Context: an optimization exercise on an open-source flow, tuned for a short achievable clock period and few clock cycles. The choices shown serve that exercise and are no tape-out recipe. Function was checked by simulation only, so behaviour that the tests miss may differ from the original. No activity file was given, so power comes from the tool's default toggle rates.

== alpha ==
==> flow/design.v (excerpt) <==
module mips_top(clk, rst, imem_addr, imem_rdata, dmem_addr, dmem_we, dmem_wdata, dmem_rdata);
Size in the first run: ~5800 cells after synthesis, about 160 I/O pins, roughly 0.075 mm² of cells after synthesis.
==> flow/config.mk <==
export PLATFORM = sky130hd
export DESIGN_NAME = mips_top
export DESIGN_NICKNAME = mips_top
export VERILOG_FILES = /design/flow/design.v
export SDC_FILE = /design/flow/constraint.sdc
export NUM_CORES = 4
export LEC_CHECK = 0
export ABC_CLOCK_PERIOD_IN_PS = 2500
export CAP_MARGIN = 20
export CORE_MARGIN = 2
export CORE_UTILIZATION = 40
export PLACE_DENSITY = 0.6
export SETUP_SLACK_MARGIN = 5
export SLEW_MARGIN = 20
export SYNTH_HIERARCHICAL = 1
==> flow/constraint.sdc <==
create_clock -name core_clock -period 10.5 [get_ports {clk}]
set_input_delay 2.1000 -clock core_clock [delete_from_list [all_inputs] [get_ports {clk}]]
set_output_delay 2.1000 -clock core_clock [all_outputs]
set_load 0.01 [all_outputs]
standard.sh (not shown) runs the stock make flow with config.mk's settings and CLKGATE_MAP_FILE= SYNTH_SCRIPT=/design/flow/synth_recipe.tcl, a recipe that flattens the netlist after the stock synthesis.
==> flow/flow/run.sh <==
#!/bin/bash
set -euo pipefail
MARGIN=$(cat flow/margin.txt)
bash standard.sh synth > synth_make.log 2>&1
bash standard.sh SETUP_SLACK_MARGIN=$MARGIN finish > layout_make.log 2>&1
==> flow/flow/margin.txt <==
7.2
Testbench counts of alpha, summed over its fixed seeds: cycles 11,662.
The inputs of beta differ from those of alpha as listed below.
-- flow/design.v --
<<< alpha, line 97
  reg         fix_d;    
  reg  [31:0] ir_d;
  reg  [31:0] pc4_d;
  wire [4:0]  rs = ir_d[25:21], rt = ir_d[20:16], rd = ir_d[15:11];
>>> beta, line 97
  reg         fix_d;    
  reg  [31:0] ir_d;
  reg  [31:0] ir_dn;    
  reg  [31:0] pc4_d;
  wire [4:0]  rs = ir_d[25:21], rt = ir_d[20:16], rd = ir_d[15:11];
<<< alpha, line 127
  assign register_a3  = rd_m;
  assign register_wd3 = res_m_val;
  wire        fwd_e_rs = wr_e && rd_e == rs;
  wire        fwd_e_rt = wr_e && rd_e == rt;
  wire [31:0] rs_old = (wr_m && rd_m == rs) ? res_m_val : register_rd1;
  wire [31:0] rt_old = (wr_m && rd_m == rt) ? res_m_val : register_rd2;
  wire        use_imm = is_addi | is_lw | is_sw;
  wire [31:0] a_next  = fwd_e_rs ? alu_e : rs_old;
>>> beta, line 128
  assign register_a3  = rd_m;
  assign register_wd3 = res_m_val;
  reg         fwd_e_rs, fwd_e_rt, fwd_m_rs, fwd_m_rt;
  wire [31:0] rs_old = fwd_m_rs ? res_m_val : register_rd1;
  wire [31:0] rt_old = fwd_m_rt ? res_m_val : register_rd2;
  wire        use_imm = is_addi | is_lw | is_sw;
  wire [31:0] a_next  = fwd_e_rs ? alu_e : rs_old;
<<< alpha, line 150
  assign register_a1 = sel1_d;
  assign register_a2 = sel2_d;
  reg  [3:0]  bt_v;
  reg  [31:2] bt_pc [0:3];    
>>> beta, line 150
  assign register_a1 = sel1_d;
  assign register_a2 = sel2_d;
  always @(posedge clk) begin
    fwd_e_rs <= ~stall & ~taken_e & wr_d & (dst_d == rs_f);
    fwd_e_rt <= ~stall & ~taken_e & wr_d & (dst_d == rt_f);
    fwd_m_rs <= wr_e & (rd_e == rs_f);
    fwd_m_rt <= wr_e & (rd_e == rt_f);
  end
  reg  [3:0]  bt_v;
  reg  [31:2] bt_pc [0:3];    
<<< alpha, line 228
  end
  always @(posedge clk) begin
    if (!stall) begin
      ir_d  <= instruction_memory_rd;
      pc4_d <= pc4;
    end
    a_e   <= a_next;
    b_e   <= b_next;
>>> beta, line 234
  end
  always @(posedge clk) begin
    ir_d  <= stall ? ~ir_dn : instruction_memory_rd;
    ir_dn <= stall ? ir_dn : ~instruction_memory_rd;
    if (!stall)
      pc4_d <= pc4;
    a_e   <= a_next;
    b_e   <= b_next;
==> comparison <==
Relative to alpha, the count of nets after finishing measured on beta has increased by a few percent. beta: flow completed, timing, DRC and antenna clean. According to the power report, total power for beta is higher than for alpha. Startpoint of the worst setup timing path = cpu.pc_out[20]: alpha; startpoint of the worst setup timing path = imem_rdata[20]: beta. On beta: wire length on met1 is 1.2% higher than what alpha gave. Diff alpha..beta | source-to-sink clock delay at the later pin of the worst-skew pair | negligible. Changes observed in beta relative to alpha: synthesized cell count shows an increase of 229; ratio of final minimum period to clock period rose by 2.0 points.
Testbench counts of beta, summed over its fixed seeds: cycles 11,662.

========
== run 1 ==
mips_top, a different RTL version from the one above (not shown whole).
Size in the first run: roughly 1,300 flip-flops, ~160 I/O pins, about 0.065 mm^2 of cells after synthesis.
==> module alu, before the edit <==
module alu(srca, srcb, sub, sel_sum, sel_and, sel_or, sel_slt, aluresult);
  input [31:0] srca, srcb;
  input sub, sel_sum, sel_and, sel_or, sel_slt;
  output [31:0] aluresult;
  reg [31:0] g, p, gn, pn, sum;
  integer i, d;
  always @(*) begin
    p = srca ^ srcb;
    g = srca & srcb;
    g[0] = g[0] | (p[0] & sub);
    for (d = 1; d < 32; d = d * 2) begin
      gn = g;
      pn = p;
      for (i = d; i < 32; i = i + 1) begin
        gn[i] = g[i] | (p[i] & g[i - d]);
        pn[i] = p[i] & p[i - d];
      end
      g = gn;
      p = pn;
    end
    sum = (srca ^ srcb) ^ {g[30:0], sub};
  end
  wire lt = (srca[31] == srcb[31]) ? srca[31] : sum[31];
  assign aluresult = ({32{sel_sum}} & sum) |
                     ({32{sel_and}} & (srca & srcb)) |
                     ({32{sel_or}}  & (srca | srcb)) |
                     {31'd0, sel_slt & lt};
endmodule
export LEC_CHECK = 0
export ABC_CLOCK_PERIOD_IN_PS = 2500
export CAP_MARGIN = 20
export CORE_MARGIN = 2
export CORE_UTILIZATION = 40
export PLACE_DENSITY = 0.6
export SETUP_SLACK_MARGIN = 5
export SLEW_MARGIN = 20
export SYNTH_HIERARCHICAL = 1
create_clock -name core_clock -period 10.5 [get_ports {clk}]
==> flow/flow/margin.txt <==
7.4
Scripts as last shown in full above: flow/flow/run.sh
Testbench counts of run 1, summed over its fixed seeds: cycles 12,158.
Relative to run 1, the following input files were edited for run 2:
--- a/flow/design.v
+++ b/flow/design.v
@@ -3,22 +3,5 @@
   input sub, sel_sum, sel_and, sel_or, sel_slt;
   output [31:0] aluresult;
-  reg [31:0] g, p, gn, pn, sum;
-  integer i, d;
-  always @(*) begin
-    p = srca ^ srcb;
-    g = srca & srcb;
-    g[0] = g[0] | (p[0] & sub);
-    for (d = 1; d < 32; d = d * 2) begin
-      gn = g;
-      pn = p;
-      for (i = d; i < 32; i = i + 1) begin
-        gn[i] = g[i] | (p[i] & g[i - d]);
-        pn[i] = p[i] & p[i - d];
-      end
-      g = gn;
-      p = pn;
-    end
-    sum = (srca ^ srcb) ^ {g[30:0], sub};
-  end
+  wire [31:0] sum = srca + srcb + {31'd0, sub};
   wire lt = (srca[31] == srcb[31]) ? srca[31] : sum[31];
   assign aluresult = ({32{sel_sum}} & sum) |
### Flow results
Run 2 closes out successfully: all stages finished, all timing, DRC and antenna checks passed. In run 2, count of clock buffers in the final design is lower than in run 1. Run 1 has a lower met2 usage in global routing than run 2. Compared with run 1, run 2 shows a lower worst-path maximum fanout. Run 2 vs run 1: via count of the first global-routing pass up slightly. Met3 track demand over resource in global routing (lower): run 2. Run 1 -> run 2: number of non-filler instances in the completed layout increased slightly. The die area on run 2 is in line with that on run 1. | share of the clock period used by the worst path | lower: run 1 |. Changes observed in run 2 relative to run 1: number of instances resized during post-cts repair picked up an extra 7.6%; total power of the final layout level; number of instances in the synthesized netlist did not really move. Fmax: run 2 below run 1. Re average vias per placed instance: run 2 and run 1 aren't equal, and the higher value belongs to run 2.
Testbench counts of run 2, summed over its fixed seeds: cycles 12,158.

========
Another version of the RTL of mips_top (not shown whole).
For scale: about 4600 cells after synthesis, roughly 1300 flip-flops, about 160 I/O pins.
==> module mips_cpu, before the edit <==
module mips_cpu(clk, rst, instruction_memory_a, instruction_memory_rd, data_memory_a, data_memory_rd, data_memory_we, data_memory_wd,
                register_a1, register_a2, register_a3, register_we3, register_wd3, register_rd1, register_rd2);
  input clk, rst;
  output data_memory_we;
  output [31:0] instruction_memory_a, data_memory_a, data_memory_wd;
  input [31:0] instruction_memory_rd, data_memory_rd;
  output register_we3;
  output [4:0] register_a1, register_a2, register_a3;
  output [31:0] register_wd3;
  input [31:0] register_rd1, register_rd2;
  reg  [31:0] pc;
  wire [31:0] pc4 = pc + 32'd4;
  assign instruction_memory_a = pc;
  wire [31:0] ins_f = instruction_memory_rd;
  wire        static_f = (ins_f[31:26] == 6'b000100) && (ins_f[25:21] == ins_f[20:16]);
  wire [15:0] next_lo;
  wire        cross_f;
  reg         v_d;
  reg         fix_d;    
  reg  [31:0] ir_d;
  reg  [31:0] pc4_d;
  wire [4:0]  rs = ir_d[25:21], rt = ir_d[20:16], rd = ir_d[15:11];
  wire is_r, is_addi, is_lw, is_sw, is_beq, sub_d, and_d, or_d, slt_d;
  control_unit cu(ir_d[31:26], ir_d[5:0], is_r, is_addi, is_lw, is_sw, is_beq, sub_d, and_d, or_d, slt_d);
  wire [31:0] imm_d = {{16{ir_d[15]}}, ir_d[15:0]};
  wire [31:0] tgt_d = pc4_d + {imm_d[29:0], 2'b00};
  wire [4:0]  dst_d = is_r ? rd : rt;
  wire        wr_d  = v_d & (is_r | is_addi | is_lw) & (dst_d != 5'd0);
  wire        beq_dyn    = v_d & is_beq & (rs != rt);
  wire        sum_d      = is_addi | (is_r & (ir_d[5:0] == 6'b100000 || ir_d[5:0] == 6'b100010));
  wire        use_rs = is_r | is_addi | is_lw | is_sw | (is_beq & (rs != rt));
  wire        use_rt = is_r | is_sw | (is_beq & (rs != rt));
  reg  [31:0] a_e, b_e, sd_e, tgt_e;
  reg         wr_e, ld_e, st_e, br_e, mem_e, sum_e;
  reg  [4:0]  rd_e;
  reg         sub_e, and_e, or_e, slt_e, add_e;
  reg  [31:0] res_m, addr_m, sd_m;
  reg         wr_m, ld_m, st_m;
  reg  [4:0]  rd_m;
  wire [31:0] add_sum_e = a_e + b_e + {31'd0, sub_e};
  wire lt_e = (a_e[31] == b_e[31]) ? a_e[31] : add_sum_e[31];
  wire [31:0] alu_e = ({32{add_e}} & add_sum_e) |
                     ({32{and_e}} & (a_e & b_e)) |
                     ({32{or_e}}  & (a_e | b_e)) |
                     {31'd0, slt_e & lt_e};
  wire taken_e = br_e & (a_e == b_e);
  wire zero_e = ((a_e ^ b_e) == {a_e[30:0] | b_e[30:0], sub_e});
  wire [31:0] res_m_val = ld_m ? data_memory_rd : res_m;
  assign data_memory_a  = addr_m;
  assign data_memory_wd = sd_m;
  assign data_memory_we = st_m;
  assign register_we3 = wr_m;
  assign register_a3  = rd_m;
  assign register_wd3 = res_m_val;
  assign register_a1 = rs;
  assign register_a2 = rt;
  wire        fwd_e_rs = wr_e && rd_e == rs;
  wire        fwd_e_rt = wr_e && rd_e == rt;
  wire [31:0] rs_old = (wr_m && rd_m == rs) ? res_m_val : register_rd1;
  wire [31:0] rt_old = (wr_m && rd_m == rt) ? res_m_val : register_rd2;
  wire        use_imm = is_addi | is_lw | is_sw;
  wire [31:0] a_next  = fwd_e_rs ? alu_e : rs_old;
  wire [31:0] sd_next = fwd_e_rt ? alu_e : rt_old;
  wire [31:0] b_other = (use_imm ? imm_d : rt_old) ^ {32{sub_d}};
  wire [31:0] b_next  = (fwd_e_rt & ~use_imm) ? (alu_e ^ {32{sub_d}}) : b_other;
  wire fast_d  = beq_dyn & wr_e & sum_e & (((rt == 5'd0) & (rs == rd_e)) | ((rs == 5'd0) & (rt == rd_e)));
  wire taken_d = fast_d & zero_e;
  wire stall = ld_e & wr_e & v_d & ((use_rs & rd_e == rs) | (use_rt & rd_e == rt));
  wire fix_now = v_d & fix_d;
  wire take_f = static_f & ~rst & ~taken_e & ~stall & ~taken_d & ~fix_now;
  wire [31:0] pc_other = rst ? 32'd0 :
                         taken_e ? tgt_e :
                         stall ? pc4_d :    
                         (taken_d | fix_now) ? tgt_d : pc4;
  branch_target btf(pc4[17:2], ins_f[15:0], take_f, pc_other[17:2], next_lo, cross_f);
  wire [31:0] pc_next = {take_f ? pc4[31:18] : pc_other[31:18], next_lo, pc_other[1:0]};
  always @(posedge clk) pc <= pc_next;
  always @(posedge clk) begin
    if (rst) begin
      v_d <= 1'b0;
      fix_d <= 1'b0;
      wr_e <= 1'b0; ld_e <= 1'b0; st_e <= 1'b0; br_e <= 1'b0; mem_e <= 1'b0; sum_e <= 1'b0;
      wr_m <= 1'b0; ld_m <= 1'b0; st_m <= 1'b0;
    end else begin
      if (taken_e || taken_d || fix_now) begin
        v_d <= 1'b0;
      end else if (!stall) begin
        v_d <= 1'b1;
      end
      fix_d <= take_f & cross_f;
      if (taken_e || stall) begin
        wr_e <= 1'b0; ld_e <= 1'b0; st_e <= 1'b0; br_e <= 1'b0; mem_e <= 1'b0; sum_e <= 1'b0;
      end else begin
        wr_e <= wr_d;
        ld_e <= v_d & is_lw;
        st_e <= v_d & is_sw;
        br_e <= beq_dyn & ~fast_d;
        sum_e <= v_d & sum_d;
        mem_e <= v_d & (is_lw | is_sw);
      end
      wr_m <= wr_e;
      ld_m <= ld_e;
      st_m <= st_e;
    end
  end
  always @(posedge clk) begin
    if (!stall) begin
      ir_d  <= instruction_memory_rd;
      pc4_d <= pc4;
    end
    a_e   <= a_next;
    b_e   <= b_next;
    sd_e  <= sd_next;
    tgt_e <= tgt_d;
    rd_e  <= dst_d;
    sub_e <= sub_d;
    and_e <= and_d;
    or_e  <= or_d;
    slt_e <= slt_d;
    add_e <= ~(and_d | or_d | slt_d);
    res_m <= alu_e;
    rd_m  <= rd_e;
    sd_m  <= sd_e;
    addr_m <= mem_e ? alu_e : 32'd0;
  end
endmodule
export LEC_CHECK = 0
export ABC_CLOCK_PERIOD_IN_PS = 2500
export CAP_MARGIN = 20
export CORE_MARGIN = 2
export CORE_UTILIZATION = 40
export CTS_CLUSTER_DIAMETER = 100
export CTS_CLUSTER_SIZE = 30
export PLACE_DENSITY = 0.6
export SETUP_SLACK_MARGIN = 5
export SLEW_MARGIN = 20
export SYNTH_HIERARCHICAL = 1
create_clock -name core_clock -period 10.5 [get_ports {clk}]
Scripts as last shown in full above: flow/flow/run.sh, flow/flow/margin.txt
Testbench counts at the start, summed over its fixed seeds: cycles 12,158.
Next try:
--- a/flow/design.v
+++ b/flow/design.v
@@ -74,7 +74,24 @@
   reg  [31:0] res_m, addr_m, sd_m;
   reg         wr_m, ld_m, st_m;
   reg  [4:0]  rd_m;
-  wire [31:0] add_sum_e = a_e + b_e + {31'd0, sub_e};
+  reg [31:0] ks_g, ks_p, ks_gn, ks_pn, add_sum_e;
+  integer ks_i, ks_d;
+  always @(*) begin
+    ks_p = a_e ^ b_e;
+    ks_g = a_e & b_e;
+    ks_g[0] = ks_g[0] | (ks_p[0] & sub_e);
+    for (ks_d = 1; ks_d < 32; ks_d = ks_d * 2) begin
+      ks_gn = ks_g;
+      ks_pn = ks_p;
+      for (ks_i = ks_d; ks_i < 32; ks_i = ks_i + 1) begin
+        ks_gn[ks_i] = ks_g[ks_i] | (ks_p[ks_i] & ks_g[ks_i - ks_d]);
+        ks_pn[ks_i] = ks_p[ks_i] & ks_p[ks_i - ks_d];
+      end
+      ks_g = ks_gn;
+      ks_p = ks_pn;
+    end
+    add_sum_e = (a_e ^ b_e) ^ {ks_g[30:0], sub_e};
+  end
   wire lt_e = (a_e[31] == b_e[31]) ? a_e[31] : add_sum_e[31];
   wire [31:0] alu_e = ({32{add_e}} & add_sum_e) |
                      ({32{and_e}} & (a_e & b_e)) |
Effect: The new run finished with timing, DRC and antenna clean. Setup slack gets worse by 65 ps. Utilization fell by 0.43 points. Clock power fell by about 4%. Wire length rose by 0.70%. Final area fell by 0.77%. Cell count barely changes.
Testbench counts after the change, summed over its fixed seeds: cycles 12,158.

-- separate check: timing with driven ports --
The results above use ideal ports. As a check the final layouts listed here were re-extracted and re-timed, cells and wires unchanged. Step 1, drivers: a clkbuf_16 drives clk and a buf_2 each remaining input, both assumed. Step 2, shift: input delay + t, output delay - t, t = (earliest + latest rising clock arrival at the registers) / 2. This alone moves slack from input paths to output paths. Three values: no drivers, after step 1, after step 2; two values: the first two.
run	shift t [ns]	setup WS [ns]	worst setup path at the end
alpha	0.919	7.066 / 6.982 / 6.245	input to register
beta	0.899	6.861 / 6.863 / 5.963	input to register
run 1	0.867	7.105 / 7.035 / 6.289	input to register
run 2	0.853	6.979 / 6.979 / 6.313	input to register
the first run of note 3	0.795	7.022 / 7.022 / 6.413	input to register
the second run of note 3	0.809	6.957 / 6.957 / 6.413	input to register
After both steps every run listed still meets setup and hold. The setup slack of beta, which loses most, moves by +0.002 ns with the drivers and by -0.898 ns with both steps.
